This is an optimization exercise on Yosys and OpenROAD, whose aim is small area, not a production implementation.
The RTL was checked by simulation tests, not by an equivalence proof against the original design.
No activity file was given, so power comes from the tool's default toggle rates.

`flow/flow/run.sh`:
```
#!/bin/bash
set -euo pipefail
export BUFFER_PORTS_ARGS="-buffer_cell sky130_fd_sc_hd__buf_1"
export RECOVER_POWER=100
export REMOVE_ABC_BUFFERS=1
export POST_GLOBAL_ROUTE_TCL="$PWD/flow/post_grt.tcl"
bash standard.sh > standard_flow.log 2>&1
```
`flow/standard.sh`:
```
#!/bin/bash
# synth_recipe.tcl (not shown) runs the flow's synth.tcl, then flattens the netlist and writes it again
# the make line also repeats each setting of config.mk as NAME=value (left out here)
make -C /OpenROAD-flow-scripts/flow DESIGN_CONFIG=/design/flow/config.mk WORK_HOME=/design/flow/orfs CLKGATE_MAP_FILE= SYNTH_SCRIPT=/design/flow/synth_recipe.tcl "${@:-finish}"
```
`flow/flow/post_grt.tcl`:
```
# Runs at the end of global routing, after power recovery: repair the slew and
# capacitance limits again, then setup and hold, and write the route guides anew.
global_route -start_incremental
repair_design_helper
detailed_placement
global_route -end_incremental
estimate_parasitics -global_routing
global_route -start_incremental
repair_timing_helper
detailed_placement
global_route -end_incremental
estimate_parasitics -global_routing
report_check_types -max_slew -max_capacitance
report_worst_slack
write_guides $::env(RESULTS_DIR)/route.guide
```
`flow/config.mk`:
```
export PLATFORM = sky130hd
export DESIGN_NAME = cpu_core
export DESIGN_NICKNAME = cpu_core
export VERILOG_FILES = /design/flow/design.v
export SDC_FILE = /design/flow/constraint.sdc
export NUM_CORES = 4
export LEC_CHECK = 0
export CAP_MARGIN = 20
export CORE_MARGIN = 2
export CORE_UTILIZATION = 50
export CTS_CLUSTER_DIAMETER = 80
export CTS_CLUSTER_SIZE = 30
export GPL_TIMING_DRIVEN = 0
export SLEW_MARGIN = 20
export SYNTH_HIERARCHICAL = 1
export SYNTH_MINIMUM_KEEP_SIZE = 0
```
`flow/constraint.sdc`:
```
create_clock -name core_clock -period 11.0 [get_ports {clk}]
set_input_delay 2.2000 -clock core_clock [delete_from_list [all_inputs] [get_ports {clk}]]
set_output_delay 2.2000 -clock core_clock [all_outputs]
set_load 0.01 [all_outputs]
```
`flow/design.v`:
```
module fa1(input a, input b, input c, output s, output co);
    assign s = a ^ b ^ c;
    assign co = (a & b) | (a & c) | (b & c);
endmodule
module aoi222(input a1, input a2, input b1, input b2, input c1, input c2, output y);
    assign y = ~((a1 & a2) | (b1 & b2) | (c1 & c2));
endmodule
module aoi22(input a1, input a2, input b1, input b2, output y);
    assign y = ~((a1 & a2) | (b1 & b2));
endmodule
module nand2m(input a, input b, output y);
    assign y = ~(a & b);
endmodule
module nand3m(input a, input b, input c, output y);
    assign y = ~(a & b & c);
endmodule
module and3m(input a, input b, input c, output y);
    assign y = a & b & c;
endmodule
module nand4m(input a, input b, input c, input d, output y);
    assign y = ~(a & b & c & d);
endmodule
module a21o(input a1, input a2, input b1, output y);
    assign y = (a1 & a2) | b1;
endmodule
module rd16(input [15:0] s, input [15:0] d, output y);
    wire t0, t1, t2, t3, t4, t5, v;
    aoi222 g0 (.a1(s[0]),  .a2(d[0]),  .b1(s[1]),  .b2(d[1]),  .c1(s[2]),  .c2(d[2]),  .y(t0));
    aoi222 g1 (.a1(s[3]),  .a2(d[3]),  .b1(s[4]),  .b2(d[4]),  .c1(s[5]),  .c2(d[5]),  .y(t1));
    aoi222 g2 (.a1(s[6]),  .a2(d[6]),  .b1(s[7]),  .b2(d[7]),  .c1(s[8]),  .c2(d[8]),  .y(t2));
    aoi222 g3 (.a1(s[9]),  .a2(d[9]),  .b1(s[10]), .b2(d[10]), .c1(s[11]), .c2(d[11]), .y(t3));
    aoi222 g4 (.a1(s[12]), .a2(d[12]), .b1(s[13]), .b2(d[13]), .c1(s[14]), .c2(d[14]), .y(t4));
    nand2m g5 (.a(s[15]), .b(d[15]), .y(t5));
    and3m  g6 (.a(t0), .b(t1), .c(t2), .y(v));
    nand4m g7 (.a(v), .b(t3), .c(t4), .d(t5), .y(y));
endmodule
module mul16lo(input [15:0] a, input [15:0] b, output [15:0] p);
    wire pp1 = ~(a[0] & b[0]);
    wire pp2 = ~(a[0] & b[1]);
    wire pp3 = ~(a[0] & b[2]);
    wire pp4 = ~(a[0] & b[3]);
    wire pp5 = ~(a[0] & b[4]);
    wire pp6 = ~(a[0] & b[5]);
    wire pp7 = ~(a[0] & b[6]);
    wire pp8 = ~(a[0] & b[7]);
    wire pp9 = ~(a[0] & b[8]);
    wire pp10 = ~(a[0] & b[9]);
    wire pp11 = ~(a[0] & b[10]);
    wire pp12 = ~(a[0] & b[11]);
    wire pp13 = ~(a[0] & b[12]);
    wire pp14 = ~(a[0] & b[13]);
    wire pp15 = ~(a[0] & b[14]);
    wire pp16 = ~(a[0] & b[15]);
    wire pp17 = ~(a[1] & b[0]);
    wire pp18 = ~(a[1] & b[1]);
    wire pp19 = ~(a[1] & b[2]);
    wire pp20 = ~(a[1] & b[3]);
    wire pp21 = ~(a[1] & b[4]);
    wire pp22 = ~(a[1] & b[5]);
    wire pp23 = ~(a[1] & b[6]);
    wire pp24 = ~(a[1] & b[7]);
    wire pp25 = ~(a[1] & b[8]);
    wire pp26 = ~(a[1] & b[9]);
    wire pp27 = ~(a[1] & b[10]);
    wire pp28 = ~(a[1] & b[11]);
    wire pp29 = ~(a[1] & b[12]);
    wire pp30 = ~(a[1] & b[13]);
    wire pp31 = ~(a[1] & b[14]);
    wire pp32 = ~(a[2] & b[0]);
    wire pp33 = ~(a[2] & b[1]);
    wire pp34 = ~(a[2] & b[2]);
    wire pp35 = ~(a[2] & b[3]);
    wire pp36 = ~(a[2] & b[4]);
    wire pp37 = ~(a[2] & b[5]);
    wire pp38 = ~(a[2] & b[6]);
    wire pp39 = ~(a[2] & b[7]);
    wire pp40 = ~(a[2] & b[8]);
    wire pp41 = ~(a[2] & b[9]);
    wire pp42 = ~(a[2] & b[10]);
    wire pp43 = ~(a[2] & b[11]);
    wire pp44 = ~(a[2] & b[12]);
    wire pp45 = ~(a[2] & b[13]);
    wire pp46 = ~(a[3] & b[0]);
    wire pp47 = ~(a[3] & b[1]);
    wire pp48 = ~(a[3] & b[2]);
    wire pp49 = ~(a[3] & b[3]);
    wire pp50 = ~(a[3] & b[4]);
    wire pp51 = ~(a[3] & b[5]);
    wire pp52 = ~(a[3] & b[6]);
    wire pp53 = ~(a[3] & b[7]);
    wire pp54 = ~(a[3] & b[8]);
    wire pp55 = ~(a[3] & b[9]);
    wire pp56 = ~(a[3] & b[10]);
    wire pp57 = ~(a[3] & b[11]);
    wire pp58 = ~(a[3] & b[12]);
    wire pp59 = ~(a[4] & b[0]);
    wire pp60 = ~(a[4] & b[1]);
    wire pp61 = ~(a[4] & b[2]);
    wire pp62 = ~(a[4] & b[3]);
    wire pp63 = ~(a[4] & b[4]);
    wire pp64 = ~(a[4] & b[5]);
    wire pp65 = ~(a[4] & b[6]);
    wire pp66 = ~(a[4] & b[7]);
    wire pp67 = ~(a[4] & b[8]);
    wire pp68 = ~(a[4] & b[9]);
    wire pp69 = ~(a[4] & b[10]);
    wire pp70 = ~(a[4] & b[11]);
    wire pp71 = ~(a[5] & b[0]);
    wire pp72 = ~(a[5] & b[1]);
    wire pp73 = ~(a[5] & b[2]);
    wire pp74 = ~(a[5] & b[3]);
    wire pp75 = ~(a[5] & b[4]);
    wire pp76 = ~(a[5] & b[5]);
    wire pp77 = ~(a[5] & b[6]);
    wire pp78 = ~(a[5] & b[7]);
    wire pp79 = ~(a[5] & b[8]);
    wire pp80 = ~(a[5] & b[9]);
    wire pp81 = ~(a[5] & b[10]);
    wire pp82 = ~(a[6] & b[0]);
    wire pp83 = ~(a[6] & b[1]);
    wire pp84 = ~(a[6] & b[2]);
    wire pp85 = ~(a[6] & b[3]);
    wire pp86 = ~(a[6] & b[4]);
    wire pp87 = ~(a[6] & b[5]);
    wire pp88 = ~(a[6] & b[6]);
    wire pp89 = ~(a[6] & b[7]);
    wire pp90 = ~(a[6] & b[8]);
    wire pp91 = ~(a[6] & b[9]);
    wire pp92 = ~(a[7] & b[0]);
    wire pp93 = ~(a[7] & b[1]);
    wire pp94 = ~(a[7] & b[2]);
    wire pp95 = ~(a[7] & b[3]);
    wire pp96 = ~(a[7] & b[4]);
    wire pp97 = ~(a[7] & b[5]);
    wire pp98 = ~(a[7] & b[6]);
    wire pp99 = ~(a[7] & b[7]);
    wire pp100 = ~(a[7] & b[8]);
    wire pp101 = ~(a[8] & b[0]);
    wire pp102 = ~(a[8] & b[1]);
    wire pp103 = ~(a[8] & b[2]);
    wire pp104 = ~(a[8] & b[3]);
    wire pp105 = ~(a[8] & b[4]);
    wire pp106 = ~(a[8] & b[5]);
    wire pp107 = ~(a[8] & b[6]);
    wire pp108 = ~(a[8] & b[7]);
    wire pp109 = ~(a[9] & b[0]);
    wire pp110 = ~(a[9] & b[1]);
    wire pp111 = ~(a[9] & b[2]);
    wire pp112 = ~(a[9] & b[3]);
    wire pp113 = ~(a[9] & b[4]);
    wire pp114 = ~(a[9] & b[5]);
    wire pp115 = ~(a[9] & b[6]);
    wire pp116 = ~(a[10] & b[0]);
    wire pp117 = ~(a[10] & b[1]);
    wire pp118 = ~(a[10] & b[2]);
    wire pp119 = ~(a[10] & b[3]);
    wire pp120 = ~(a[10] & b[4]);
    wire pp121 = ~(a[10] & b[5]);
    wire pp122 = ~(a[11] & b[0]);
    wire pp123 = ~(a[11] & b[1]);
    wire pp124 = ~(a[11] & b[2]);
    wire pp125 = ~(a[11] & b[3]);
    wire pp126 = ~(a[11] & b[4]);
    wire pp127 = ~(a[12] & b[0]);
    wire pp128 = ~(a[12] & b[1]);
    wire pp129 = ~(a[12] & b[2]);
    wire pp130 = ~(a[12] & b[3]);
    wire pp131 = ~(a[13] & b[0]);
    wire pp132 = ~(a[13] & b[1]);
    wire pp133 = ~(a[13] & b[2]);
    wire pp134 = ~(a[14] & b[0]);
    wire pp135 = ~(a[14] & b[1]);
    wire pp136 = ~(a[15] & b[0]);
    wire hs137 = ~(pp106 ^ pp113);
    wire hc138 = pp106 | pp113;
    wire s139, c140;
    fa1 us139 (.a(pp107), .b(pp114), .c(pp120), .s(s139), .co(c140));
    wire hs141 = ~(pp125 ^ pp129);
    wire hc142 = pp125 | pp129;
    wire hs143 = ~(pp10 ^ pp102);
    wire hc144 = pp10 | pp102;
    wire s145, c146;
    fa1 us145 (.a(pp103), .b(pp11), .c(pp110), .s(s145), .co(c146));
    wire hs147 = ~(pp116 ^ pp26);
    wire hc148 = pp116 | pp26;
    wire s149, c150;
    fa1 us149 (.a(pp104), .b(pp111), .c(pp117), .s(s149), .co(c150));
    wire s151, c152;
    fa1 us151 (.a(pp12), .b(pp122), .c(pp27), .s(s151), .co(c152));
    wire hs153 = ~(pp41 ^ pp54);
    wire hc154 = pp41 | pp54;
    wire s155, c156;
    fa1 us155 (.a(pp105), .b(pp112), .c(pp118), .s(s155), .co(c156));
    wire s157, c158;
    fa1 us157 (.a(pp123), .b(pp127), .c(pp13), .s(s157), .co(c158));
    wire s159, c160;
    fa1 us159 (.a(pp28), .b(pp42), .c(pp55), .s(s159), .co(c160));
    wire hs161 = ~(pp67 ^ pp78);
    wire hc162 = pp67 | pp78;
    wire s163, c164;
    fa1 us163 (.a(pp119), .b(pp124), .c(pp128), .s(s163), .co(c164));
    wire s165, c166;
    fa1 us165 (.a(pp131), .b(pp14), .c(pp29), .s(s165), .co(c166));
    wire s167, c168;
    fa1 us167 (.a(pp43), .b(pp56), .c(pp68), .s(s167), .co(c168));
    wire s169, c170;
    fa1 us169 (.a(pp79), .b(pp89), .c(pp98), .s(s169), .co(c170));
    wire s171, c172;
    fa1 us171 (.a(pp132), .b(pp134), .c(pp15), .s(s171), .co(c172));
    wire s173, c174;
    fa1 us173 (.a(pp30), .b(pp44), .c(pp57), .s(s173), .co(c174));
    wire s175, c176;
    fa1 us175 (.a(pp69), .b(pp80), .c(pp90), .s(s175), .co(c176));
    wire s177, c178;
    fa1 us177 (.a(pp99), .b(hc138), .c(hs141), .s(s177), .co(c178));
    wire hs179 = ~(pp22 ^ pp36);
    wire hc180 = pp22 | pp36;
    wire s181, c182;
    fa1 us181 (.a(pp23), .b(pp37), .c(pp50), .s(s181), .co(c182));
    wire hs183 = ~(pp62 ^ pp73);
    wire hc184 = pp62 | pp73;
    wire s185, c186;
    fa1 us185 (.a(pp101), .b(pp24), .c(pp38), .s(s185), .co(c186));
    wire s187, c188;
    fa1 us187 (.a(pp51), .b(pp63), .c(pp74), .s(s187), .co(c188));
    wire hs189 = ~(pp84 ^ pp9);
    wire hc190 = pp84 | pp9;
    wire s191, c192;
    fa1 us191 (.a(pp109), .b(pp25), .c(pp39), .s(s191), .co(c192));
    wire s193, c194;
    fa1 us193 (.a(pp52), .b(pp64), .c(pp75), .s(s193), .co(c194));
    wire s195, c196;
    fa1 us195 (.a(pp85), .b(pp94), .c(hs143), .s(s195), .co(c196));
    wire s197, c198;
    fa1 us197 (.a(pp40), .b(pp53), .c(pp65), .s(s197), .co(c198));
    wire s199, c200;
    fa1 us199 (.a(pp76), .b(pp86), .c(pp95), .s(s199), .co(c200));
    wire s201, c202;
    fa1 us201 (.a(hc144), .b(hs147), .c(s145), .s(s201), .co(c202));
    wire s203, c204;
    fa1 us203 (.a(pp66), .b(pp77), .c(pp87), .s(s203), .co(c204));
    wire s205, c206;
    fa1 us205 (.a(pp96), .b(hc148), .c(hs153), .s(s205), .co(c206));
    wire s207, c208;
    fa1 us207 (.a(c146), .b(s149), .c(s151), .s(s207), .co(c208));
    wire s209, c210;
    fa1 us209 (.a(pp88), .b(pp97), .c(hc154), .s(s209), .co(c210));
    wire s211, c212;
    fa1 us211 (.a(hs161), .b(c150), .c(c152), .s(s211), .co(c212));
    wire s213, c214;
    fa1 us213 (.a(s155), .b(s157), .c(s159), .s(s213), .co(c214));
    wire s215, c216;
    fa1 us215 (.a(hc162), .b(hs137), .c(c156), .s(s215), .co(c216));
    wire s217, c218;
    fa1 us217 (.a(c158), .b(c160), .c(s163), .s(s217), .co(c218));
    wire s219, c220;
    fa1 us219 (.a(s165), .b(s167), .c(s169), .s(s219), .co(c220));
    wire s221, c222;
    fa1 us221 (.a(c164), .b(c166), .c(c168), .s(s221), .co(c222));
    wire s223, c224;
    fa1 us223 (.a(c170), .b(s139), .c(s171), .s(s223), .co(c224));
    wire s225, c226;
    fa1 us225 (.a(s173), .b(s175), .c(s177), .s(s225), .co(c226));
    wire hs227 = ~(pp20 ^ pp34);
    wire hc228 = pp20 | pp34;
    wire s229, c230;
    fa1 us229 (.a(pp21), .b(pp35), .c(pp48), .s(s229), .co(c230));
    wire hs231 = ~(pp6 ^ pp60);
    wire hc232 = pp6 | pp60;
    wire s233, c234;
    fa1 us233 (.a(pp49), .b(pp61), .c(pp7), .s(s233), .co(c234));
    wire s235, c236;
    fa1 us235 (.a(pp72), .b(pp82), .c(hs179), .s(s235), .co(c236));
    wire s237, c238;
    fa1 us237 (.a(pp8), .b(pp83), .c(pp92), .s(s237), .co(c238));
    wire s239, c240;
    fa1 us239 (.a(hc180), .b(hs183), .c(s181), .s(s239), .co(c240));
    wire s241, c242;
    fa1 us241 (.a(pp93), .b(hc184), .c(hs189), .s(s241), .co(c242));
    wire s243, c244;
    fa1 us243 (.a(c182), .b(s185), .c(s187), .s(s243), .co(c244));
    wire s245, c246;
    fa1 us245 (.a(hc190), .b(c186), .c(c188), .s(s245), .co(c246));
    wire s247, c248;
    fa1 us247 (.a(s191), .b(s193), .c(s195), .s(s247), .co(c248));
    wire s249, c250;
    fa1 us249 (.a(c192), .b(c194), .c(s197), .s(s249), .co(c250));
    wire s251, c252;
    fa1 us251 (.a(s199), .b(c196), .c(s201), .s(s251), .co(c252));
    wire s253, c254;
    fa1 us253 (.a(c198), .b(c200), .c(s203), .s(s253), .co(c254));
    wire s255, c256;
    fa1 us255 (.a(s205), .b(c202), .c(s207), .s(s255), .co(c256));
    wire s257, c258;
    fa1 us257 (.a(c204), .b(c206), .c(s209), .s(s257), .co(c258));
    wire s259, c260;
    fa1 us259 (.a(s211), .b(c208), .c(s213), .s(s259), .co(c260));
    wire s261, c262;
    fa1 us261 (.a(c210), .b(c212), .c(s215), .s(s261), .co(c262));
    wire s263, c264;
    fa1 us263 (.a(c214), .b(s217), .c(s219), .s(s263), .co(c264));
    wire s265, c266;
    fa1 us265 (.a(c216), .b(s221), .c(c218), .s(s265), .co(c266));
    wire s267, c268;
    fa1 us267 (.a(c220), .b(s223), .c(s225), .s(s267), .co(c268));
    wire hs269 = ~(pp19 ^ pp33);
    wire hc270 = pp19 | pp33;
    wire s271, c272;
    fa1 us271 (.a(pp47), .b(pp5), .c(pp59), .s(s271), .co(c272));
    wire s273, c274;
    fa1 us273 (.a(pp71), .b(hc228), .c(hs231), .s(s273), .co(c274));
    wire s275, c276;
    fa1 us275 (.a(hc232), .b(c230), .c(s233), .s(s275), .co(c276));
    wire s277, c278;
    fa1 us277 (.a(c234), .b(s237), .c(c236), .s(s277), .co(c278));
    wire s279, c280;
    fa1 us279 (.a(c238), .b(s241), .c(c240), .s(s279), .co(c280));
    wire s281, c282;
    fa1 us281 (.a(c242), .b(s245), .c(c244), .s(s281), .co(c282));
    wire s283, c284;
    fa1 us283 (.a(c246), .b(s249), .c(c248), .s(s283), .co(c284));
    wire s285, c286;
    fa1 us285 (.a(c250), .b(s253), .c(c252), .s(s285), .co(c286));
    wire s287, c288;
    fa1 us287 (.a(c254), .b(s257), .c(c256), .s(s287), .co(c288));
    wire s289, c290;
    fa1 us289 (.a(c258), .b(c260), .c(s261), .s(s289), .co(c290));
    wire s291, c292;
    fa1 us291 (.a(c262), .b(c264), .c(s265), .s(s291), .co(c292));
    wire hs293 = ~(pp18 ^ pp3);
    wire hc294 = pp18 | pp3;
    wire s295, c296;
    fa1 us295 (.a(pp4), .b(pp46), .c(hs269), .s(s295), .co(c296));
    wire s297, c298;
    fa1 us297 (.a(hc270), .b(hs227), .c(s271), .s(s297), .co(c298));
    wire s299, c300;
    fa1 us299 (.a(c272), .b(s229), .c(s273), .s(s299), .co(c300));
    wire s301, c302;
    fa1 us301 (.a(c274), .b(s235), .c(s275), .s(s301), .co(c302));
    wire s303, c304;
    fa1 us303 (.a(c276), .b(s239), .c(s277), .s(s303), .co(c304));
    wire s305, c306;
    fa1 us305 (.a(s243), .b(c278), .c(s279), .s(s305), .co(c306));
    wire s307, c308;
    fa1 us307 (.a(s247), .b(c280), .c(s281), .s(s307), .co(c308));
    wire s309, c310;
    fa1 us309 (.a(c282), .b(s251), .c(s283), .s(s309), .co(c310));
    wire s311, c312;
    fa1 us311 (.a(s255), .b(c284), .c(s285), .s(s311), .co(c312));
    wire s313, c314;
    fa1 us313 (.a(s259), .b(c286), .c(s287), .s(s313), .co(c314));
    wire s315, c316;
    fa1 us315 (.a(s263), .b(c288), .c(s289), .s(s315), .co(c316));
    wire s317, c318;
    fa1 us317 (.a(s267), .b(c290), .c(s291), .s(s317), .co(c318));
    wire hs319 = ~(pp17 ^ pp2);
    wire hc320 = pp17 | pp2;
    wire s321, c322;
    fa1 us321 (.a(pp32), .b(hs293), .c(hc320), .s(s321), .co(c322));
    wire s323, c324;
    fa1 us323 (.a(hc294), .b(s295), .c(c322), .s(s323), .co(c324));
    wire s325, c326;
    fa1 us325 (.a(c296), .b(s297), .c(c324), .s(s325), .co(c326));
    wire s327, c328;
    fa1 us327 (.a(c298), .b(s299), .c(c326), .s(s327), .co(c328));
    wire s329, c330;
    fa1 us329 (.a(c300), .b(s301), .c(c328), .s(s329), .co(c330));
    wire s331, c332;
    fa1 us331 (.a(c302), .b(s303), .c(c330), .s(s331), .co(c332));
    wire s333, c334;
    fa1 us333 (.a(c304), .b(s305), .c(c332), .s(s333), .co(c334));
    wire hs335 = ~(c306 ^ s307);
    wire hc336 = c306 | s307;
    wire s337, c338;
    fa1 us337 (.a(c308), .b(s309), .c(hc336), .s(s337), .co(c338));
    wire s339, c340;
    fa1 us339 (.a(c310), .b(s311), .c(c338), .s(s339), .co(c340));
    wire hs341 = c306 ^ s307;
    wire hc342 = c306 & s307;
    wire s343, c344;
    fa1 us343 (.a(c308), .b(s309), .c(hc342), .s(s343), .co(c344));
    wire s345, c346;
    fa1 us345 (.a(c310), .b(s311), .c(c344), .s(s345), .co(c346));
    wire ms347 = c334 ? hs335 : hs341;
    wire ms348 = c334 ? s337 : s343;
    wire ms349 = c334 ? s339 : s345;
    wire mc350 = c334 ? c340 : c346;
    wire hs351 = ~(c312 ^ s313);
    wire hc352 = c312 | s313;
    wire s353, c354;
    fa1 us353 (.a(c314), .b(s315), .c(hc352), .s(s353), .co(c354));
    wire s355, c356;
    fa1 us355 (.a(c316), .b(s317), .c(c354), .s(s355), .co(c356));
    wire hs357 = c312 ^ s313;
    wire hc358 = c312 & s313;
    wire s359, c360;
    fa1 us359 (.a(c314), .b(s315), .c(hc358), .s(s359), .co(c360));
    wire s361, c362;
    fa1 us361 (.a(c316), .b(s317), .c(c360), .s(s361), .co(c362));
    wire ms363 = mc350 ? hs351 : hs357;
    wire ms364 = mc350 ? s353 : s359;
    wire ms365 = mc350 ? s355 : s361;
    wire mc366 = mc350 ? c356 : c362;
    wire x367 = pp100 ^ pp108;
    wire x368 = pp115 ^ pp121;
    wire x369 = pp126 ^ pp130;
    wire x370 = pp133 ^ pp135;
    wire x371 = pp136 ^ pp16;
    wire x372 = pp31 ^ pp45;
    wire x373 = pp58 ^ pp70;
    wire x374 = pp81 ^ pp91;
    wire x375 = hc142 ^ x367;
    wire x376 = x368 ^ x369;
    wire x377 = x370 ^ x371;
    wire x378 = x372 ^ x373;
    wire x379 = x374 ^ c140;
    wire x380 = c172 ^ c174;
    wire x381 = c176 ^ x375;
    wire x382 = x376 ^ x377;
    wire x383 = x378 ^ c178;
    wire x384 = x379 ^ x380;
    wire x385 = x381 ^ x382;
    wire x386 = c222 ^ x383;
    wire x387 = x384 ^ c224;
    wire x388 = x385 ^ x386;
    wire x389 = c226 ^ x387;
    wire x390 = c266 ^ x388;
    wire x391 = x389 ^ x390;
    wire x392 = c268 ^ c292;
    wire x393 = x391 ^ x392;
    wire x394 = x393 ^ c318;
    wire x395 = x394 ^ mc366;
    assign p = {x395, ~ms365, ~ms364, ~ms363, ~ms349, ~ms348, ~ms347, ~s333, ~s331, ~s329, ~s327, ~s325, ~s323, ~s321, ~hs319, ~pp1};
endmodule
module cpu_core(
    input clk,
    input rst,
    output [5:0] pc_out,
    input [15:0] instr_out,
    input [15:0] mem_Data_in,
    output mem_wr,
    output mem_rd,
    output [15:0] reg_Data_2,
    output [5:0] data_mem_address
    );
    wire [3:0] op = instr_out[15:12];
    wire [3:0] rd = instr_out[11:8];
    wire [3:0] rs = instr_out[7:4];
    wire [3:0] rt = instr_out[3:0];
    genvar g, k;
    wire op_add  = (op == 4'h1);
    wire op_addi = (op == 4'h2);
    wire op_mul  = (op == 4'h3);
    wire op_and  = (op == 4'h4);
    wire op_or   = (op == 4'h5);
    wire op_div  = (op == 4'h6);
    wire op_jeq  = (op == 4'h7);
    wire op_cmp  = (op == 4'h8);
    wire op_mov  = (op == 4'h9);
    wire op_jmp  = (op == 4'hA);
    wire op_jr   = (op == 4'hB);
    wire op_lw   = (op == 4'hC);
    wire op_sw   = (op == 4'hD);
    wire op_li   = (op == 4'hE);
    wire op_sub  = (op == 4'hF);
    wire use_imm = op_addi | op_lw | op_sw;
    wire do_sub  = op_sub | op_cmp | op_jeq;
    wire reg_wr  = op_add | op_addi | op_mul | op_and | op_or | op_div |
                   op_cmp | op_mov | op_lw | op_li | op_sub;
    reg [15:0] rf [0:15];
    reg [15:0] valid;
    wire [15:0] sa, sb, we;
    generate for (g = 0; g < 16; g = g + 1) begin : dec
        assign sa[g] = valid[g] & (rs == g);
        assign sb[g] = valid[g] & (rt == g);
        assign we[g] = reg_wr & (rd == g);
    end endgenerate
    wire [15:0] A, B;
    generate for (k = 0; k < 16; k = k + 1) begin : rp
        wire [15:0] col;
        for (g = 0; g < 16; g = g + 1) begin : c
            assign col[g] = rf[g][k];
        end
        rd16 ra (.s(sa), .d(col), .y(A[k]));
        rd16 rb (.s(sb), .d(col), .y(B[k]));
    end endgenerate
    wire [15:0] Y;
    assign Y[3:0]  = use_imm ? rt : (B[3:0] ^ {4{do_sub}});
    assign Y[15:4] = use_imm ? 12'h000 : (B[15:4] ^ {12{do_sub}});
    wire [16:0] C;
    wire [15:0] S;
    wire [16:8] C0, C1;
    wire [15:8] S0, S1;
    assign C[0] = do_sub;
    assign C0[8] = 1'b0;
    assign C1[8] = 1'b1;
    generate for (g = 0; g < 8; g = g + 1) begin : addl
        fa1 u (.a(A[g]), .b(Y[g]), .c(C[g]), .s(S[g]), .co(C[g+1]));
    end endgenerate
    generate for (g = 8; g < 16; g = g + 1) begin : addh
        fa1 u0 (.a(A[g]), .b(Y[g]), .c(C0[g]), .s(S0[g]), .co(C0[g+1]));
        fa1 u1 (.a(A[g]), .b(Y[g]), .c(C1[g]), .s(S1[g]), .co(C1[g+1]));
    end endgenerate
    assign S[15:8] = C[8] ? S1 : S0;
    assign C[16]   = C[8] ? C1[16] : C0[16];
    wire eq = ~|S;           
    wire ge = C[16];         
    wire [15:0] P;
    mul16lo mu (.a(A), .b(B), .p(P));
    wire c_s   = op_add | op_addi | op_sub;
    wire c_and = op_and;
    wire c_x   = op_or | op_mov;       
    wire [15:0] K;                     
    assign K[7:0]   = ({8{op_li}} & instr_out[7:0]) | {8{op_cmp & ge}};
    assign K[11:8]  = {4{(op_li & instr_out[7]) | (op_cmp & (eq | ~ge))}};
    assign K[15:12] = {4{op_cmp & (eq | ~ge)}};
    wire [15:0] nK = ~K;
    wire [15:0] wd;
    generate for (k = 0; k < 16; k = k + 1) begin : wb
        wire t, u, v, w;
        a21o   ga (.a1(B[k]), .a2(c_and), .b1(c_x), .y(t));
        aoi222 gb (.a1(c_s), .a2(S[k]), .b1(op_mul), .b2(P[k]), .c1(op_lw), .c2(mem_Data_in[k]), .y(u));
        if (k < 15) begin : h
            aoi222 gc (.a1(op_div), .a2(A[k+1]), .b1(A[k]), .b2(t), .c1(op_or), .c2(B[k]), .y(v));
        end else begin : l
            aoi22  gc (.a1(A[k]), .a2(t), .b1(op_or), .b2(B[k]), .y(v));
        end
        nand3m gd (.a(u), .b(v), .c(nK[k]), .y(wd[k]));
    end endgenerate
    integer i;
    always @(posedge clk) begin
        for (i = 0; i < 16; i = i + 1)
            if (we[i]) rf[i] <= wd;
    end
    always @(posedge clk or posedge rst) begin
        if (rst) valid <= 16'h0000;
        else     valid <= valid | we;
    end
    reg [5:0] pc;
    assign pc_out = pc;
    wire [5:0] pc_inc = pc + 6'd1;
    wire s_jeq = op_jeq & eq;
    wire s_inc = ~(s_jeq | op_jr | op_jmp);
    wire [5:0] pc_nx = ({6{s_jeq}} & {2'b00, rd}) | ({6{op_jr}} & A[5:0]) |
                       ({6{op_jmp}} & instr_out[5:0]) | ({6{s_inc}} & pc_inc);
    always @(posedge clk or posedge rst) begin
        if (rst) pc <= 6'd0;
        else     pc <= pc_nx;
    end
    assign mem_rd = op_lw;
    assign mem_wr = op_sw;
    assign data_mem_address = S[5:0];
    assign reg_Data_2 = B;
endmodule
```
==> flow_summary.json, run 1 <==
{
  "cell_count_final_fillers_out": 1683,
  "cts.repair_timing.setup_buffer_count": 0,
  "power.share.clock_pct": 18.7,
  "nets": 1445,
  "cell_internal_pwr_uw": 2084,
  "proportion_of_layout_cells_with_a_drive_suffix_above_1_pct": 5.777,
  "cp-endpoint": "rf[2][15]",
  "finalSetupViolCount": 0,
  "design.core.area_um2": 31720,
  "critPathMaxFanout": 16,
  "ir_worst_vdd_mv": 0.1455,
  "finalWirelength_um": 50000,
  "wl_per_cell_um": 29.71,
  "netlist_area_um2": 16180,
  "asyncSetResetFlopFracSynth_pct": 7.914,
  "sequentialPowerShare_pct": 40.3,
  "clock_sinks": 278,
  "final.setup.worst_slack_ns": 0.2313,
  "row_count": 65,
  "synth-seq-area-share_pct": 50.90,
  "yosysTopAreaCell": "sky130_fd_sc_hd__edfxtp_1",
  "ant_nets": 0,
  "synthesis.area_per_instance_um2": 13.40,
  "syn-instance-count": 1208,
  "fp.dieArea_um2": 33820,
  "worst_setup_path_startpoint": "instr_out[1]",
  "netSwitchingPower_uw": 1193,
  "place_inst": 1656,
  "slowest_stage": "sky130_fd_sc_hd__and3_1",
  "grt_pass1_vias": 12060,
  "vias": 12010,
  "timing.rr.start": "valid[6]",
  "yosysUniqueCellTypes": 56,
  "largest_cells_by_area_after_synthesis": "sky130_fd_sc_hd__edfxtp_1, sky130_fd_sc_hd__fa_1, sky130_fd_sc_hd__a222oi_1, sky130_fd_sc_hd__nand2_1, sky130_fd_sc_hd__dfrtp_1",
  "chain_of_cells_forming_the_critical_path": "clkbuf_1 > nor2b_1 > and3_1 > a222oi_1 > and3_1 > nand4_1 > clkbuf_1 > nand2_1 > fa_1 > fa_1 > fa_1 > fa_1 > fa_1 > fa_1 > fa_1 > mux2i_4 > mux2i_1 > xnor2_1 > xor3_1 > a222oi_1 > nand3_1",
  "slew_violations": 0,
  "post_cts.resized_instances": 0,
  "grt_first_pass_wirelength_um": 74870,
  "slowest_delay_ns": 0.91,
  "timing.rr.end": "rf[2][15]",
  "dp.final_hpwl_um": 34190,
  "cts_htree_levels": 1,
  "r2r_setup_slack_ns": 2.25,
  "drcViolationCount": 0,
  "antenna_diode_instance_count": 0,
  "grt_overflow_total": 0,
  "ys_seq_elements": 278,
  "grt_start_max_net_pins": 32,
  "initial_utilization_pct": 51.03,
  "min_period_over_period_pct": 97.90,
  "worst_setup_start_kind": "input port",
  "yosys.area.top_type_share_pct": 47.50,
  "detailedRoute.firstIterationViolations": 1891,
  "fin_hold_viols": 0,
  "power_switching_share_pct": 36.41,
  "tritoncts.num_buffers": 14,
  "final_util_pct": 55.08,
  "clock.fmax_ghz": 0.09286,
  "flip_flop_cell_with_the_highest_count_after_synthesis": "sky130_fd_sc_hd__edfxtp_1",
  "status": "timing/DRC/antenna clean",
  "ctsHoldBuffers": 0,
  "clk_latency_ns": 0.52,
  "port_buffers": 63,
  "antenna_violations_before_repair": 0,
  "critPathArrivalTime_ns": 10.84,
  "cts.reportedPaths.clkPinSlew_ns": 0.11,
  "cts_root_cell": "sky130_fd_sc_hd__clkbuf_16",
  "period_minus_slack_ns": 10.77,
  "cp-end-kind": "flip-flop",
  "pwr-share-comb_pct": 41.0,
  "layout-area-overhead-vs-synth_pct": 7.947,
  "reg2reg_depth": 21,
  "globalRouteTotalUtil_pct": 29.70,
  "fin_worst_skew_ns": 0.03484,
  "leakagePower_uw": 0.005530,
  "floorplan.die.height_um": 183.9,
  "kind_of_critical_path": "input port to flip-flop",
  "hp-class": "flip-flop to flip-flop",
  "post_synth_edffs": 256,
  "gp_routability_congestion": 0.8630,
  "drv.max_cap_violation_count": 0,
  "max_slew.worst_pin.slew_ns": 1.118,
  "crit_top_cell": "sky130_fd_sc_hd__fa_1",
  "routed_via_density": 7.134,
  "place_worst_setup_slack_ns": -0.2617,
  "cts.path.max_buffers": 3,
  "power-per-cell-area_nw_per_um2": 187.5,
  "timing.slew.headroom_pct": 25.22,
  "die-width_um": 183.9,
  "cts_tree": "yes",
  "design.portCount": 64,
  "ys_warn_count": 8,
  "data_required_time_of_the_worst_path_ns": 11.07,
  "detailedRoute.firstPassIterationCount": 11
}
## modules after synthesis, one instance, submodules excluded, excerpt
module	cells inside	flip-flops and latches	area, um^2
nand2m	1	0	3.754
aoi222	1	0	10.01
aoi22	1	0	12.51
cpu_core	525	278	9784
nand3m	1	0	5.005
and3m	1	0	6.256
## synthesized netlist by cell type, types with 12 or more instances
library cell,instances
sky130_fd_sc_hd__buf_4,12
sky130_fd_sc_hd__mux2i_1,12
sky130_fd_sc_hd__a21oi_1,12
sky130_fd_sc_hd__edfxtp_1,256
sky130_fd_sc_hd__clkbuf_1,18
sky130_fd_sc_hd__nand3_1,21
sky130_fd_sc_hd__nand2_1,147
sky130_fd_sc_hd__nand4_1,32
sky130_fd_sc_hd__xnor2_1,36
sky130_fd_sc_hd__dfrtp_1,22
sky130_fd_sc_hd__o21bai_1,16
sky130_fd_sc_hd__and2_1,30
sky130_fd_sc_hd__inv_1,41
sky130_fd_sc_hd__a21o_1,17
sky130_fd_sc_hd__ha_1,19
sky130_fd_sc_hd__nor2_1,44
sky130_fd_sc_hd__and3_1,62
sky130_fd_sc_hd__a222oi_1,191
sky130_fd_sc_hd__fa_1,117
## state kept, by name, summed over array words and instances (netlist names)
name and count:
rf 256, valid 16, pc 6
## power by group through the flow
stage                     sequential [uW]  clock [uW]  combinational, uW
final                                1320         613               1340
after global placement               1340           0               1280
after CTS                            1320         623               1340
after detailed placement             1340           0               1340
after floorplan                      1340           0                917
## cell families after synthesis
group	count (synthesis)	share of synthesized area, %
compound gates	253	14.48
xor+xnor	50	2.930
fa+ha+maj	136	15.94
buf+inv	80	2.250
flops	278	50.90
mux	21	1.438
other cells	2	0.04640
simple gates	388	12.01
## metrics by stage
step                hold slack [ns]  instance area (um^2)  power [uW]  TNS, ns
floorplan                    0.4489                 15970        2255        0
global placement             0.4774                 16710        2622   -50.36
detailed placement           0.4786                 17060        2680   -15.07
CTS                          0.5019                 17510        3286        0
finish                       0.5003                 17470        3277        0
## cells in the final DEF (no fill, tap or decap), types with 32 or more instances in the layout
cell type                    n
sky130_fd_sc_hd__nand4_1    32
sky130_fd_sc_hd__fa_1      117
sky130_fd_sc_hd__xnor2_1    36
sky130_fd_sc_hd__nor2_1     35
sky130_fd_sc_hd__nand2_1   147
sky130_fd_sc_hd__and3_1     62
sky130_fd_sc_hd__inv_1      41
sky130_fd_sc_hd__edfxtp_1  256
sky130_fd_sc_hd__a222oi_1  191
sky130_fd_sc_hd__buf_1      59
## critical path: cells and delay by family
family | cells | cell delay [ns]
compound gates | 2 | 0.62
mux | 2 | 0.55
fa+ha+maj | 7 | 3.20
buf+inv | 2 | 0.96
simple gates | 6 | 2.70
xor+xnor | 2 | 0.56
## worst min path at each step
stage             start        to  cells after the start
6_report       valid[8]  valid[8]                      1
4_1_cts        valid[8]  valid[8]                      1
3_5_place_dp   valid[8]  valid[8]                      1
3_3_place_gp   valid[2]  valid[2]                      1
2_1_floorplan  valid[0]  valid[0]                      1
## layout make-up
cell class,count,area (um^2)
clock buffers,17,382.9
inverters,41,153.9
flip-flops and latches,278,8238
fillers,2690,14250
well taps,402,503.0
multi-input cells,850,7666
clock inverters,5,61.31
repair buffers,90,465.4
## routing by layer
metal | global-route usage (%) | share of wire, %
met5 | 0 | 0
met4 | 9.600 | 3.1
met3 | 3.387 | 8.8
met2 | 49.78 | 48
met1 | 40.71 | 40
==> run 2: changes to the inputs <==
--- a/flow/config.mk
+++ b/flow/config.mk
@@ -11,6 +11,7 @@
 export CTS_CLUSTER_DIAMETER = 80
 export CTS_CLUSTER_SIZE = 30
 export GPL_TIMING_DRIVEN = 0
+export PLACE_DENSITY = 0.8
 export SLEW_MARGIN = 20
 export SYNTH_HIERARCHICAL = 1
 export SYNTH_MINIMUM_KEEP_SIZE = 0
==> run 2 against run 1 <==
Still clean. Clock power shrank 2%. Via count grew 3.5%. Sequential power is essentially flat. Clock skew grew 0.013 ns. First-iteration DRC count grew 39%. Count of clock-buffer cells in the layout grew 1. Critical path depth grew 2. Utilization shrank 0.37 points. Final cell count is essentially flat. Sequential cell count is the same. Register-to-register slack lost 0.09 ns. Largest cell class unchanged.
==> flow_summary.json, run 2 <==
{
  "status": "timing/DRC/antenna clean",
  "routed_via_density": 7.382,
  "yosysUniqueCellTypes": 56,
  "drcViolationCount": 0,
  "timing.slew.headroom_pct": 21.26,
  "floorplan.die.height_um": 183.9,
  "synth_xor_xnor_area_share_pct": 2.930,
  "worst_setup_path_startpoint": "instr_out[5]",
  "netlist_area_um2": 16180,
  "largest-register": "rf",
  "tritoncts.num_buffers": 14,
  "synth_top_family_by_area": "adder cells",
  "detailedRoute.firstIterationViolations": 2626,
  "power.share.clock_pct": 18.5,
  "timing.rr.start": "valid[3]",
  "detailedRoute.firstPassIterationCount": 11,
  "design.portCount": 64,
  "largest_cells_by_area_after_synthesis": "sky130_fd_sc_hd__edfxtp_1, sky130_fd_sc_hd__fa_1, sky130_fd_sc_hd__a222oi_1, sky130_fd_sc_hd__nand2_1, sky130_fd_sc_hd__dfrtp_1",
  "post_cts.resized_instances": 0,
  "grt_overflow_total": 0,
  "synth-seq-area-share_pct": 50.90,
  "cell_internal_pwr_uw": 2086,
  "finalSetupViolCount": 0,
  "clock.fmax_ghz": 0.09323,
  "data_required_time_of_the_worst_path_ns": 11.04,
  "worst_setup_start_kind": "input port",
  "reg2reg_depth": 21,
  "finalWirelength_um": 48190,
  "power-per-cell-area_nw_per_um2": 188.1,
  "syn-instance-count": 1208,
  "clock_sinks": 278,
  "sequentialPowerShare_pct": 40.6,
  "initial_utilization_pct": 51.03,
  "flip_flop_cell_with_the_highest_count_after_synthesis": "sky130_fd_sc_hd__edfxtp_1",
  "yosysTopAreaCell": "sky130_fd_sc_hd__edfxtp_1",
  "cts_root_cell": "sky130_fd_sc_hd__clkbuf_16",
  "die-width_um": 183.9,
  "gp_routability_congestion": 0.8851,
  "globalRouteTotalUtil_pct": 28.39,
  "r2r_setup_slack_ns": 2.16,
  "design.core.area_um2": 31720,
  "vias": 12430,
  "dp.final_hpwl_um": 33010,
  "cp-endpoint": "rf[7][15]",
  "proportion_of_layout_cells_with_a_drive_suffix_above_1_pct": 4.290,
  "cts.reportedPaths.clkPinSlew_ns": 0.11,
  "synth_compound_gate_area_share_pct": 14.48,
  "netSwitchingPower_uw": 1177,
  "cts_tree": "yes",
  "ys_seq_elements": 278,
  "critPathMaxFanout": 16,
  "post_synth_mux_area_share_pct": 1.438,
  "fin_hold_viols": 0,
  "most-common-layout-cells": "sky130_fd_sc_hd__edfxtp_1, sky130_fd_sc_hd__a222oi_1, sky130_fd_sc_hd__nand2_1",
  "timing.rr.end": "rf[7][15]",
  "layout-area-overhead-vs-synth_pct": 7.213,
  "final_util_pct": 54.71,
  "wl_per_cell_um": 28.62,
  "ctsHoldBuffers": 0,
  "hp-class": "flip-flop to flip-flop",
  "ant_nets": 0,
  "period_minus_slack_ns": 10.73,
  "slew_violations": 0,
  "fp.dieArea_um2": 33820,
  "drv.max_cap_violation_count": 0,
  "biggestRegsByFlops": "rf (256), valid (16), pc (6)",
  "layout_commonest_cell": "sky130_fd_sc_hd__edfxtp_1",
  "ir_worst_vdd_mv": 0.1152,
  "synthesis.area_per_instance_um2": 13.40,
  "power_switching_share_pct": 36.07,
  "yosys.area_share.adder_pct": 15.94,
  "synth-simple-area-share_pct": 12.01,
  "yosys-top-cells-count": "sky130_fd_sc_hd__edfxtp_1, sky130_fd_sc_hd__a222oi_1, sky130_fd_sc_hd__nand2_1, sky130_fd_sc_hd__fa_1, sky130_fd_sc_hd__and3_1",
  "pwr-share-comb_pct": 41.0,
  "min_period_over_period_pct": 97.51,
  "clk_latency_ns": 0.51,
  "ys_warn_count": 8,
  "final.setup.tns_ns": 0,
  "row_count": 65,
  "asyncSetResetFlopFracSynth_pct": 7.914,
  "yosys.area.top_type_share_pct": 47.50,
  "largest_reg_flops": 256,
  "cts_htree_levels": 1,
  "cts.path.max_buffers": 3,
  "fin_worst_skew_ns": 0.04804,
  "grt_start_max_net_pins": 32,
  "post_synth_edffs": 256,
  "leakagePower_uw": 0.005483,
  "nets": 1446,
  "antenna_violations_before_repair": 0,
  "grt_first_pass_wirelength_um": 72580,
  "kind_of_critical_path": "input port to flip-flop",
  "max_slew.worst_pin.slew_ns": 1.178,
  "port_buffers": 63,
  "critPathArrivalTime_ns": 10.76,
  "grt_pass1_vias": 12590,
  "cts.repair_timing.setup_buffer_count": 0,
  "synth_most_common_cell": "sky130_fd_sc_hd__edfxtp_1",
  "cp-end-kind": "flip-flop",
  "worst_hold_startpoint": "valid[12]",
  "antenna_diode_instance_count": 0
}
run 2: cell types whose count changed in the layout (fill, tap and decap cells not counted), sizes merged:
| cell | change |
|---|---|
| buf | -6 |
| clkbuf | +8 |
| inv | -1 |
run 2: how the worst min path moves through the flow:
| stage | cells after the start | to | slack, ns |
|---|---|---|---|
| floorplan | 1 | valid[0] | 0.45 |
| global placement | 1 | valid[12] | 0.48 |
| detailed placement | 1 | valid[0] | 0.49 |
| CTS | 1 | valid[0] | 0.51 |
| finish | 1 | valid[12] | 0.51 |
run 2: per-stage QoR:
step                      power (uW)  area, um^2  hold slack (ns)  setup WS, ns  instances
final                           3263       17350           0.5139        0.2739       1684
after floorplan                 2255       15970           0.4489         1.922       1169
after CTS                       3252       17560           0.5133        0.5554       1683
after detailed placement        2656       17100           0.4879       0.06937       1661
after global placement          2580       16710           0.4783       -0.3645       1634
run 2: power groups by stage:
stage                     clock (uW)  combinational [uW]  sequential (uW)
final                            603                1340             1320
after CTS                        605                1330             1320
after detailed placement           0                1310             1340
after floorplan                    0                 917             1340
after global placement             0                1240             1340
run 2: modules after synthesis, one instance, submodules excluded, excerpt:
module / area (um^2) / cells inside / copies in the design
and3m: 6.256 / 1 / 32
mul16lo: 1413 / 246 / 1
nand3m: 5.005 / 1 / 16
fa1: 20.02 / 1 / 117
nand2m: 3.754 / 1 / 32
a21o: 7.507 / 1 / 16
aoi22: 12.51 / 1 / 1
aoi222: 10.01 / 1 / 191
cpu_core: 9784 / 525 / 1
run 2: cell families after synthesis:
logic type,after synthesis
AOI/OAI and AO/OA,253
muxes,21
buffers and inverters,80
and+or+nand+nor,388
other,2
DFF,278
xor gates and xnor gates,50
adders and majority gates,136
run 2: area by class of cell:
type / count / area [um^2]
clock inverters: 4 / 62.56
multi-input cells: 850 / 7584
well taps: 402 / 503.0
fillers: 2598 / 14370
flip-flops and latches: 278 / 8238
clock buffers: 18 / 396.6
repair buffers: 91 / 414.1
inverters: 41 / 153.9
run 2: metal layers:
layer	vias to the layer above	routed length (um)	global-route usage, %
li1	5028	-	-
met1	6099	16180	36.69
met2	1104	22510	45.28
met3	200	6823	6.022
met4	0	2688	14.91
met5	-	0	0
run 2: critical path, cell delays in order:
cell,delay (ns)
sky130_fd_sc_hd__clkbuf_1,0.46
sky130_fd_sc_hd__nor2b_1,0.12
sky130_fd_sc_hd__and3_1,0.52
sky130_fd_sc_hd__a222oi_1,0.44
sky130_fd_sc_hd__and3_1,0.31
sky130_fd_sc_hd__nand4_1,0.63
sky130_fd_sc_hd__clkbuf_2,0.44
sky130_fd_sc_hd__and2_0,0.20
sky130_fd_sc_hd__ha_1,0.28
sky130_fd_sc_hd__inv_1,0.05
sky130_fd_sc_hd__fa_1,0.42
sky130_fd_sc_hd__fa_1,0.40
sky130_fd_sc_hd__fa_1,0.42
sky130_fd_sc_hd__fa_1,0.41
sky130_fd_sc_hd__fa_1,0.42
sky130_fd_sc_hd__fa_1,0.40
sky130_fd_sc_hd__fa_1,0.53
sky130_fd_sc_hd__mux2i_2,0.41
sky130_fd_sc_hd__mux2i_1,0.26
sky130_fd_sc_hd__xnor2_1,0.16
sky130_fd_sc_hd__xor3_1,0.40
sky130_fd_sc_hd__a222oi_1,0.28
sky130_fd_sc_hd__nand3_1,0.57
==> run 3: changes to the inputs <==
--- a/flow/config.mk
+++ b/flow/config.mk
@@ -11,7 +11,7 @@
 export CTS_CLUSTER_DIAMETER = 80
 export CTS_CLUSTER_SIZE = 30
 export GPL_TIMING_DRIVEN = 0
-export PLACE_DENSITY = 0.8
+export PLACE_DENSITY = 0.75
 export SLEW_MARGIN = 20
 export SYNTH_HIERARCHICAL = 1
 export SYNTH_MINIMUM_KEEP_SIZE = 0
==> run 3 against run 2 <==
Still clean on timing, DRC and antenna. Largest power group is now registers. Utilization decreased by 0.26 points. Sequential cell count unchanged. Register-to-register slack improved by 0.02 ns. Synthesized cell count unchanged. Fmax increased by 0.45%. Area after synthesis unchanged. Total power decreased by 3.2%.
==> flow_summary.json, run 3 <==
{
  "power_switching_share_pct": 35.68,
  "pwr-share-comb_pct": 41.3,
  "post_synth_edffs": 256,
  "met2WireLength_um": 22640,
  "dp.final_hpwl_um": 33150,
  "worst_setup_start_kind": "input port",
  "vias": 12210,
  "fin_worst_skew_ns": 0.02154,
  "layout_commonest_cell": "sky130_fd_sc_hd__edfxtp_1",
  "post-route-cell-area_um2": 17270,
  "yosysUniqueCellTypes": 56,
  "cell_internal_pwr_uw": 2032,
  "clock.fmax_ghz": 0.09365,
  "initial_utilization_pct": 51.03,
  "period_minus_slack_ns": 10.68,
  "synth-seq-area-share_pct": 50.90,
  "detailedRoute.firstIterationViolations": 2541,
  "filler_cell_count": 2622,
  "sequentialPowerShare_pct": 41.9,
  "final.setup.worst_slack_ns": 0.3221,
  "critPathMaxFanout": 16,
  "globalRouteTotalUtil_pct": 27.95,
  "cts_root_cell": "sky130_fd_sc_hd__clkbuf_16",
  "cts_tree": "yes",
  "floorplan.die.height_um": 183.9,
  "grt_overflow_total": 0,
  "max_slew.worst_pin.slew_ns": 1.119,
  "leakagePower_uw": 0.005433,
  "placed_cell_area_um2": 17050,
  "largest_reg_flops": 256,
  "seqCellArea_um2": 8238,
  "min_period_over_period_pct": 97.07,
  "cts.reportedPaths.clkPinSlew_ns": 0.10,
  "clock_sinks": 278,
  "asyncSetResetFlopFracSynth_pct": 7.914,
  "multi_input_area_um2": 7606,
  "power-per-cell-area_nw_per_um2": 182.9,
  "slew_violations": 0,
  "nets": 1443,
  "finalWirelength_um": 47040,
  "design.core.area_um2": 31720,
  "netSwitchingPower_uw": 1127,
  "synthesis.area_per_instance_um2": 13.40,
  "grt_pass1_vias": 12370,
  "cts.path.max_buffers": 3,
  "ant_nets": 0,
  "netlist_area_um2": 16180,
  "gp_routability_congestion": 0.9261,
  "tritoncts.num_buffers": 13,
  "biggestRegsByFlops": "rf (256), valid (16), pc (6)",
  "cts_htree_levels": 1,
  "layout-area-overhead-vs-synth_pct": 6.703,
  "fin_hold_viols": 0,
  "yosys.area.top_type_share_pct": 47.50,
  "finalSetupViolCount": 0,
  "die-width_um": 183.9,
  "routed-wl-met3_um": 5583,
  "grt_start_max_net_pins": 31,
  "drcViolationCount": 0,
  "hp-class": "flip-flop to flip-flop",
  "ir_worst_vdd_mv": 0.1099,
  "critPathArrivalTime_ns": 10.69,
  "data_required_time_of_the_worst_path_ns": 11.01,
  "cts.repair_timing.setup_buffer_count": 0,
  "drv.max_cap_violation_count": 0,
  "m1WireLength_um": 17110,
  "wl_per_cell_um": 28.05,
  "detailedRoute.firstPassIterationCount": 10,
  "yosys-top-cells-count": "sky130_fd_sc_hd__edfxtp_1, sky130_fd_sc_hd__a222oi_1, sky130_fd_sc_hd__nand2_1, sky130_fd_sc_hd__fa_1, sky130_fd_sc_hd__and3_1",
  "ys_warn_count": 8,
  "fp.dieArea_um2": 33820,
  "yosysTopAreaCell": "sky130_fd_sc_hd__edfxtp_1",
  "antenna_diode_instance_count": 0,
  "row_count": 65,
  "grt_first_pass_wirelength_um": 72040,
  "flip_flop_cell_with_the_highest_count_after_synthesis": "sky130_fd_sc_hd__edfxtp_1",
  "port_buffers": 63,
  "power.share.clock_pct": 16.8,
  "cp-end-kind": "flip-flop",
  "ctsHoldBuffers": 0,
  "place_worst_setup_slack_ns": 0.03648,
  "proportion_of_layout_cells_with_a_drive_suffix_above_1_pct": 4.235,
  "clk_latency_ns": 0.49,
  "largest-register": "rf",
  "timing.slew.headroom_pct": 25.13,
  "antenna_violations_before_repair": 0,
  "largest_cells_by_area_after_synthesis": "sky130_fd_sc_hd__edfxtp_1, sky130_fd_sc_hd__fa_1, sky130_fd_sc_hd__a222oi_1, sky130_fd_sc_hd__nand2_1, sky130_fd_sc_hd__dfrtp_1",
  "status": "timing/DRC/antenna clean",
  "routed_via_density": 7.282,
  "design.portCount": 64,
  "kind_of_critical_path": "input port to flip-flop",
  "post_cts.resized_instances": 0,
  "ys_seq_elements": 278,
  "syn-instance-count": 1208,
  "routed.top_layer": "met4",
  "most-common-layout-cells": "sky130_fd_sc_hd__edfxtp_1, sky130_fd_sc_hd__a222oi_1, sky130_fd_sc_hd__nand2_1",
  "synth_most_common_cell": "sky130_fd_sc_hd__edfxtp_1"
}
[run 3: cell counts after synthesis]
No cell type changed its count.
[run 3: worst paths after layout]
check	startpoint	endpoint	slack (ns)	depth (start not counted)
min in group asynchronous	rst	valid[6]	1.84	2
setup / recovery	instr_out[1]	rf[4][10]	0.32	23
hold reg to reg	valid[8]	valid[8]	0.50	1
hold / removal	valid[8]	valid[8]	0.50	1
max in group asynchronous	rst	pc[1]	8.63	2
setup reg to reg	valid[3]	rf[4][10]	2.18	21
[run 3: area by class of cell]
type	count	share of cell area (%)
timing repair buffer	89	2.391
multi-input combinational	850	44.04
inverter	41	0.8912
clock inverter	3	0.1522
clock buffer	14	1.906
tap	402	2.913
sequential	278	47.70
[run 3: per-stage QoR]
| step | instances | hold WS (ns) | utilization (%) | total power (uW) | TNS [ns] |
|---|---|---|---|---|---|
| 4_1_cts | 1673 | 0.5055 | 54.86 | 3158 | 0 |
| 3_3_place_gp | 1634 | 0.4763 | 52.69 | 2581 | -18.72 |
| 2_1_floorplan | 1169 | 0.4489 | - | 2255 | 0 |
| 3_5_place_dp | 1656 | 0.4813 | 53.74 | 2637 | 0 |
| 6_report | 1677 | 0.5045 | 54.45 | 3159 | 0 |
[run 3: critical path: stages]
cell                       delay, ns
sky130_fd_sc_hd__clkbuf_1       0.33
sky130_fd_sc_hd__nor2b_1        0.37
sky130_fd_sc_hd__and3_1         0.83
sky130_fd_sc_hd__a222oi_1       0.26
sky130_fd_sc_hd__and3_1         0.30
sky130_fd_sc_hd__nand4_1        0.41
sky130_fd_sc_hd__buf_8          0.23
sky130_fd_sc_hd__xnor2_1        0.13
sky130_fd_sc_hd__o21ai_0        0.13
sky130_fd_sc_hd__fa_1           0.45
sky130_fd_sc_hd__fa_1           0.40
sky130_fd_sc_hd__fa_1           0.41
sky130_fd_sc_hd__fa_1           0.40
sky130_fd_sc_hd__fa_1           0.41
sky130_fd_sc_hd__fa_1           0.39
sky130_fd_sc_hd__fa_1           0.39
sky130_fd_sc_hd__fa_1           0.64
sky130_fd_sc_hd__nor3b_1        0.25
sky130_fd_sc_hd__o211a_1        0.23
sky130_fd_sc_hd__nand3b_1       0.09
sky130_fd_sc_hd__a21o_1         0.23
sky130_fd_sc_hd__a21boi_0       0.52
sky130_fd_sc_hd__nand3_1        0.65
[run 3: per-layer routing]
metal,global-route usage (%),vias up
li1,-,5018
met1,36.79,6174
met5,0,-
met4,11.42,0
met2,46.61,887
met3,4.299,133
[run 3: kinds of logic (layout without fill, tap and decap cells)]
group	Yosys count	count (layout)	share of synthesized area, %
compound gates	253	253	14.48
xor+xnor	50	50	2.930
fa+ha+maj	136	136	15.94
buf+inv	80	147	2.250
flops	278	278	50.90
mux	21	21	1.438
other cells	2	2	0.04640
simple gates	388	388	12.01
[run 3: power by group through the flow]
stage | Combinational [uW] | Clock, uW | Sequential [uW]
3_5_place_dp | 1290 | 0 | 1340
4_1_cts | 1300 | 537 | 1320
3_3_place_gp | 1240 | 0 | 1340
2_1_floorplan | 917 | 0 | 1340
6_report | 1310 | 530 | 1320
[run 3: modules after synthesis (local to each module, per instance), a selection]
module,flops+latches,times used
and3m,0,32
nand4m,0,32
aoi222,0,191
a21o,0,16
cpu_core,278,1
aoi22,0,1
fa1,0,117
mul16lo,0,1
nand2m,0,32
==> run 4: changes to the inputs <==
--- a/flow/config.mk
+++ b/flow/config.mk
@@ -8,10 +8,11 @@
 export CAP_MARGIN = 20
 export CORE_MARGIN = 2
 export CORE_UTILIZATION = 50
-export CTS_CLUSTER_DIAMETER = 80
-export CTS_CLUSTER_SIZE = 30
+export CTS_BUF_LIST = sky130_fd_sc_hd__clkbuf_8
+export CTS_CLUSTER_DIAMETER = 60
+export CTS_CLUSTER_SIZE = 18
 export GPL_TIMING_DRIVEN = 0
-export PLACE_DENSITY = 0.75
+export SETUP_SLACK_MARGIN = 0.1
 export SLEW_MARGIN = 20
 export SYNTH_HIERARCHICAL = 1
 export SYNTH_MINIMUM_KEEP_SIZE = 0
==> run 4 against run 3 <==
Sequential power barely moved. Hold slack got worse by 0.0030 ns. Sequential share of layout area fell by 0.48 points. Clock power rose by 9.8%. Die area did not move. Final cell count rose by 1.3%. Highest routed layer unchanged.
==> flow_summary.json, run 4 <==
{
  "grt_first_pass_wirelength_um": 74930,
  "antenna_diode_instance_count": 0,
  "die-width_um": 183.9,
  "clk_latency_ns": 0.59,
  "drcViolationCount": 0,
  "cts.reportedPaths.clkPinSlew_ns": 0.11,
  "yosys.area.top_type_share_pct": 47.50,
  "dp.final_hpwl_um": 34190,
  "cts_htree_levels": 1,
  "pwr-share-comb_pct": 41.3,
  "min_period_over_period_pct": 97.49,
  "row_count": 65,
  "final_util_pct": 55.00,
  "yosys-top-cells-count": "sky130_fd_sc_hd__edfxtp_1, sky130_fd_sc_hd__a222oi_1, sky130_fd_sc_hd__nand2_1, sky130_fd_sc_hd__fa_1, sky130_fd_sc_hd__and3_1",
  "largest-register": "rf",
  "ir_worst_vdd_mv": 0.1099,
  "cts_root_cell": "sky130_fd_sc_hd__clkbuf_8",
  "layout-area-overhead-vs-synth_pct": 7.793,
  "cts.repair_timing.setup_buffer_count": 0,
  "ctsHoldBuffers": 0,
  "detailedRoute.firstIterationViolations": 1769,
  "grt_start_max_net_pins": 23,
  "netSwitchingPower_uw": 1211,
  "antenna_violations_before_repair": 0,
  "finalWirelength_um": 50010,
  "fin_hold_viols": 0,
  "grt_util_met2_pct": 50.02,
  "syn-instance-count": 1208,
  "largest_cells_by_area_after_synthesis": "sky130_fd_sc_hd__edfxtp_1, sky130_fd_sc_hd__fa_1, sky130_fd_sc_hd__a222oi_1, sky130_fd_sc_hd__nand2_1, sky130_fd_sc_hd__dfrtp_1",
  "yosysUniqueCellTypes": 56,
  "design.portCount": 64,
  "wl_per_cell_um": 29.44,
  "asyncSetResetFlopFracSynth_pct": 7.914,
  "finalSetupViolCount": 0,
  "ys_seq_elements": 278,
  "tritoncts.num_buffers": 23,
  "final.setup.worst_slack_ns": 0.2760,
  "most-common-layout-cells": "sky130_fd_sc_hd__edfxtp_1, sky130_fd_sc_hd__a222oi_1, sky130_fd_sc_hd__nand2_1",
  "nets": 1455,
  "design.core.area_um2": 31720,
  "filler_cell_count": 2701,
  "cell_count_final_fillers_out": 1699,
  "grt_pass1_vias": 12190,
  "max_slew.worst_pin.slew_ns": 1.094,
  "cp_top_family": "adder cells",
  "flip_flop_cell_with_the_highest_count_after_synthesis": "sky130_fd_sc_hd__edfxtp_1",
  "proportion_of_layout_cells_with_a_drive_suffix_above_1_pct": 6.476,
  "post_synth_edffs": 256,
  "slew_violations": 0,
  "critical_path_buf_inv_count": 3,
  "biggestRegsByFlops": "rf (256), valid (16), pc (6)",
  "cell_internal_pwr_uw": 2033,
  "drv.max_cap_violation_count": 0,
  "groute.layer.met1.usage_pct": 39.70,
  "synthesis.area_per_instance_um2": 13.40,
  "chain_of_cells_forming_the_critical_path": "clkbuf_1 > nor2b_1 > and3_1 > a222oi_1 > and3_1 > nand4_1 > buf_6 > and2_1 > ha_1 > inv_1 > fa_1 > fa_1 > fa_1 > fa_1 > fa_1 > fa_1 > fa_1 > mux2i_4 > mux2i_1 > xnor2_1 > xor3_1 > a222oi_1 > nand3_1",
  "gp_routability_congestion": 0.8630,
  "globalRouteTotalUtil_pct": 29.77,
  "clock.fmax_ghz": 0.09325,
  "layout_commonest_cell": "sky130_fd_sc_hd__edfxtp_1",
  "kind_of_critical_path": "input port to flip-flop",
  "power-per-cell-area_nw_per_um2": 186.0,
  "grt_overflow_total": 0,
  "cts_tree": "yes",
  "ant_nets": 0,
  "fin_total_pwr_uw": 3244,
  "cp-end-kind": "flip-flop",
  "cts.path.max_buffers": 3,
  "worst_setup_start_kind": "input port",
  "status": "timing/DRC/antenna clean",
  "r2r_setup_slack_ns": 2.16,
  "data_required_time_of_the_worst_path_ns": 11.12,
  "groute.layer.met3.usage_pct": 5.170,
  "place_worst_setup_slack_ns": -0.2617,
  "sequentialPowerShare_pct": 40.8,
  "ys_warn_count": 8,
  "final.setup.tns_ns": 0,
  "hp-class": "flip-flop to flip-flop",
  "crit_top_cell": "sky130_fd_sc_hd__fa_1",
  "grt_busiest_layer": "met2",
  "fp.dieArea_um2": 33820,
  "post_cts.resized_instances": 0,
  "netlist_area_um2": 16180,
  "clock_sinks": 278,
  "timing.slew.headroom_pct": 26.77,
  "critPathArrivalTime_ns": 10.85,
  "power_switching_share_pct": 37.33,
  "critPathMaxFanout": 16,
  "yosysTopAreaCell": "sky130_fd_sc_hd__edfxtp_1",
  "slowest_delay_ns": 0.64,
  "period_minus_slack_ns": 10.72,
  "place_inst": 1656,
  "leakagePower_uw": 0.005534,
  "power.share.clock_pct": 17.9,
  "initial_utilization_pct": 51.03,
  "synth_most_common_cell": "sky130_fd_sc_hd__edfxtp_1",
  "port_buffers": 63,
  "floorplan.die.height_um": 183.9,
  "largest_reg_flops": 256,
  "detailedRoute.firstPassIterationCount": 9,
  "routed_via_density": 7.063,
  "slowest_stage": "sky130_fd_sc_hd__nand4_1",
  "vias": 12000,
  "fin_worst_skew_ns": 0.05380,
  "synth-seq-area-share_pct": 50.90
}
run 4: metal layers:
metal / part of all wire (%) / wire length (um)
met2: 48 / 24130
met3: 9.6 / 4808
met5: 0 / 0
met4: 2.8 / 1418
met1: 39 / 19660
run 4: layout make-up:
type / instances / area, um^2 / share of cell area (%)
clock buffer: 23 / 316.6 / 1.815
inverter: 41 / 153.9 / 0.8822
timing repair buffer: 91 / 473.0 / 2.711
multi-input combinational: 850 / 7646 / 43.83
clock inverter: 14 / 115.1 / 0.6598
tap: 402 / 503.0 / 2.883
sequential: 278 / 8238 / 47.22
run 4: path summary, 6_finish.rpt:
path / endpoint / start / depth (start not counted)
setup / recovery: rf[2][15] / instr_out[0] / 23
hold / removal: valid[8] / valid[8] / 1
setup reg to reg: rf[2][15] / valid[0] / 21
hold reg to reg: valid[8] / valid[8] / 1
max in group asynchronous: pc[0] / rst / 2
min in group asynchronous: valid[14] / rst / 2
run 4: power groups by stage:
stage | sequential [uW] | combinational, uW | clock [uW]
global placement | 1340 | 1280 | 0
floorplan | 1340 | 917 | 0
detailed placement | 1340 | 1340 | 0
CTS | 1320 | 1340 | 591
finish | 1320 | 1340 | 582
run 4: logic make-up (layout without fill, tap and decap cells):
group                      Yosys count  in the layout  synth area share [%]
muxes                               21             21                 1.438
AOI/OAI and AO/OA                  253            253                 14.48
xor gates and xnor gates            50             50                 2.930
DFF                                278            278                 50.90
adders and majority gates          136            136                 15.94
and+or+nand+nor                    388            388                 12.01
other                                2              2               0.04640
buffers and inverters               80            169                 2.250
run 4: per-module statistics from Yosys (local to each module, per instance), a selection:
module	cells	area, um^2
nand2m	1	3.754
aoi22	1	12.51
and3m	1	6.256
cpu_core	525	9784
mul16lo	246	1413
nand4m	1	6.256
fa1	1	20.02
nand3m	1	5.005
a21o	1	7.507
aoi222	1	10.01
run 4: stage by stage:
| step | cell area [um^2] | hold slack (ns) |
|---|---|---|
| finish | 17450 | 0.5015 |
| CTS | 17500 | 0.5013 |
| detailed placement | 17060 | 0.4786 |
| global placement | 16710 | 0.4774 |
| floorplan | 15970 | 0.4489 |
run 4: worst reg2reg max path, delay by kind of cell (launching register included):
family	cells	cell delay [ns]
and+or+nand+nor	5	2.24
muxes	2	0.56
buffers and inverters	2	0.44
AOI/OAI and AO/OA	2	0.83
DFF	1	0.42
adders and majority gates	8	3.34
xor gates and xnor gates	2	0.55

==> port drivers added, routing unchanged <==
The results above use ideal ports. As a check the final layouts listed here were re-extracted and re-timed, cells and wires unchanged. Step 1, drivers: a clkbuf_16 drives clk and a buf_2 each remaining input, both assumed. Step 2, shift: input delay + t, output delay - t, t = (earliest + latest rising clock arrival at the registers) / 2. This alone moves slack from input paths to output paths. a / b / c = no drivers / after step 1 / after step 2; a / b = the first two.
| run | shift t [ns] | setup slack, ns | worst setup path at the end |
|---|---|---|---|
| run 1 | 0.549 | 0.231 / 0.256 / -0.293 | input to register |
| run 2 | 0.534 | 0.274 / 0.293 / -0.241 | input to register |
| run 3 | 0.530 | 0.322 / 0.347 / -0.183 | input to register |
| run 4 | 0.607 | 0.276 / 0.299 / -0.309 | input to register |
With both steps, setup timing fails in every run listed, where it was met with ideal ports. The setup slack of run 4, which loses most, moves by +0.023 ns with the drivers and by -0.585 ns with both steps.
